Background: an optimization exercise with open tools, aiming at small area, a short achievable clock period and few clock cycles per item. Do not read the settings as production practice.
RTL that was checked went through simulation tests only; none was proved equivalent to the original.
Power and IR drop assume default switching activity.

## simple_generic_matrix_mult
module simple_generic_matrix_mult #(
    parameter integer M = 3,
    parameter integer N = 3,
    parameter integer P = 3,
    parameter integer DATA_WIDTH = 8
)(
    input  wire clk,
    input  wire rst,
    input  wire start,
    input  wire signed [DATA_WIDTH-1:0] a_in,
    input  wire [$clog2(M*N)-1:0] a_addr,
    input  wire a_wen,
    input  wire signed [DATA_WIDTH-1:0] b_in,
    input  wire [$clog2(N*P)-1:0] b_addr,
    input  wire b_wen,
    output reg [2*DATA_WIDTH-1:0] c_out,
    output reg c_valid,
    output reg done
);
For scale: roughly 1100 cells after synthesis, roughly 47 I/O pins.
export LEC_CHECK = 0
export ABC_CLOCK_PERIOD_IN_PS = 3000
export CAP_MARGIN = 20
export CORE_MARGIN = 2
export CORE_UTILIZATION = 70
export CTS_BUF_LIST = sky130_fd_sc_hd__clkbuf_8
export CTS_CLUSTER_DIAMETER = 60
export CTS_CLUSTER_SIZE = 14
export SLEW_MARGIN = 20
export SYNTH_HIERARCHICAL = 1
export SYNTH_MINIMUM_KEEP_SIZE = 0
create_clock -name core_clock -period 10.0 [get_ports {clk}]
standard.sh (not shown) runs the stock make flow with config.mk's settings and CLKGATE_MAP_FILE= SYNTH_SCRIPT=/design/flow/synth_recipe.tcl, a recipe that flattens the netlist after the stock synthesis.
==> flow/flow/run.sh <==
#!/bin/bash
set -euo pipefail
bash standard.sh SETUP_SLACK_MARGIN=7 "BUFFER_PORTS_ARGS=-buffer_cell sky130_fd_sc_hd__buf_2" finish > standard_flow.log 2>&1
Testbench counts at the start, summed over its fixed seeds: cycles 30,400, items 14,400.
Change:
--- a/flow/design.v
+++ b/flow/design.v
@@ -13,30 +13,30 @@
     input  wire signed [DATA_WIDTH-1:0] b_in,
     input  wire [$clog2(N*P)-1:0] b_addr,
     input  wire b_wen,
     output reg [2*DATA_WIDTH-1:0] c_out,
     output reg c_valid,
     output reg done
 );
     localparam integer E = 1;    
     reg [3:0] t;
     wire rd = start | ((t != 0) & (t <= 8));           
     wire rot_b = rd;                                    
-    wire rot_a = rd & ((t == 2) | (t == 5) | (t == 8));  
+    wire rot_a = (t == 2) | (t == 5) | (t == 8);         
     always @(posedge clk or posedge rst) begin
         if (rst) begin
             t <= 0;
             c_valid <= 0;
             done <= 0;
         end else begin
-            c_valid <= (t >= E) && (t <= E + 8) && (t != 0 || start);
+            c_valid <= (E == 0) ? ((t <= 8) && (t != 0 || start)) : ((t >= E) && (t <= E + 8));
             done <= (t == E + 8);
             t <= (t == E + 8) ? 4'd0 : (start || t != 0) ? t + 4'd1 : 4'd0;
         end
     end
     reg [71:0] Am, Bm;
     genvar x;
     generate
         for (x = 0; x < 9; x = x + 1) begin : st
             wire wa = a_wen & (a_addr == x);
             wire wb = b_wen & (b_addr == x);
             wire ha = ~(wa | rot_a);
Effect:
- worst setup slack barely changes
- design area hardly moves
- final cell count hardly moves
- wire length went up by 3.3%
- clock skew goes up by 0.011 ns
- total power came out higher by 5.1%
- maximum frequency hardly moves
- hold slack hardly moves
- combinational power came out higher by 7.7%
- via count went up by 1.9%
- die area drops by 0.79%
- first-iteration DRC count increases by 8.2%
- synthesized area fell by 0.81%
- global-route usage grows by 2.0 points
Function not checked in the second run of this note: the RTL went through the layout flow alone.

--- another note on this design; it stands on its own ---

v6:
// simple_generic_matrix_mult
module simple_generic_matrix_mult #(
    parameter integer M = 3,
    parameter integer N = 3,
    parameter integer P = 3,
    parameter integer DATA_WIDTH = 8
)(
    input  wire clk,
    input  wire rst,
    input  wire start,
    input  wire signed [DATA_WIDTH-1:0] a_in,
    input  wire [$clog2(M*N)-1:0] a_addr,
    input  wire a_wen,
    input  wire signed [DATA_WIDTH-1:0] b_in,
    input  wire [$clog2(N*P)-1:0] b_addr,
    input  wire b_wen,
    output reg [2*DATA_WIDTH-1:0] c_out,
    output reg c_valid,
    output reg done
);
Size: roughly 1,100 cells after synthesis, roughly 47 I/O pins, ~0.012 mm^2 of cells after synthesis.
==> flow/config.mk <==
export PLATFORM = sky130hd
export DESIGN_NAME = simple_generic_matrix_mult
export DESIGN_NICKNAME = simple_generic_matrix_mult
export VERILOG_FILES = /design/flow/design.v
export SDC_FILE = /design/flow/constraint.sdc
export NUM_CORES = 4
export LEC_CHECK = 0
export ABC_CLOCK_PERIOD_IN_PS = 3000
export CAP_MARGIN = 20
export CORE_MARGIN = 2
export CORE_UTILIZATION = 80
export CTS_BUF_LIST = sky130_fd_sc_hd__clkbuf_8
export CTS_CLUSTER_DIAMETER = 60
export CTS_CLUSTER_SIZE = 14
export SLEW_MARGIN = 20
export SYNTH_HIERARCHICAL = 1
export SYNTH_MINIMUM_KEEP_SIZE = 0
==> flow/constraint.sdc <==
create_clock -name core_clock -period 10.0 [get_ports {clk}]
set_input_delay 2.0000 -clock core_clock [delete_from_list [all_inputs] [get_ports {clk}]]
set_output_delay 2.0000 -clock core_clock [all_outputs]
set_load 0.01 [all_outputs]
standard.sh (not shown) runs the stock make flow with config.mk's settings and CLKGATE_MAP_FILE= SYNTH_SCRIPT=/design/flow/synth_recipe.tcl, a recipe that flattens the netlist after the stock synthesis.
==> flow/flow/run.sh <==
#!/bin/bash
set -euo pipefail
bash standard.sh SETUP_SLACK_MARGIN=7 "BUFFER_PORTS_ARGS=-buffer_cell sky130_fd_sc_hd__buf_2" finish > standard_flow.log 2>&1
The flow did not stop early for v6: all stages ran, and the layout cleared the timing, design-rule and antenna checks.
Testbench counts of v6, summed over its fixed seeds: cycles 30,400, items 14,400.
## Diff of input files: v34 against v6
- swapping sky130_fd_sc_hd__clkbuf_8 for sky130_fd_sc_hd__clkbuf_8 sky130_fd_sc_hd__clkbuf_16 in CTS_BUF_LIST
- swapping 80 for 70 in CORE_UTILIZATION
## What came out
- Compared to v6, v34 has core box area 14% higher.
- | final critical-path required period | v34 vs v6 | 170 ps lower |
- Comparing effective utilization at floorplan for v6 and v34, the smaller number came from v34.
- Die area | v34 > v6

## afterwards: timing with drivers on the ports
No port has a modelled driver above. Below, the same layouts with a new extraction and two added sets of constraints. Step 1 assumes that a clkbuf_16 drives the clock port and a buf_2 every other input. Step 2, shift: input delay + t, output delay - t, t = (earliest + latest rising clock arrival at the registers) / 2. This alone moves slack from input paths to output paths. Three values: ideal ports, drivers, drivers and shift; two values: the first two.
run	t (ns)	setup WS [ns]	worst data-port slew with drivers (ns)
the first run of note 1	0.589	6.962 / 6.919 / 6.440	0.03
the second run of note 1	0.564	6.962 / 6.918 / 6.475	0.03
v6	0.591	6.839 / 6.839 / 6.479	0.04
v34	0.540	7.009 / 6.970 / 6.488	0.03
After both steps every run listed still meets setup and hold. For the first run of note 1, which loses most, drivers alone change the setup slack by -0.043 ns; drivers and shift together by -0.522 ns.
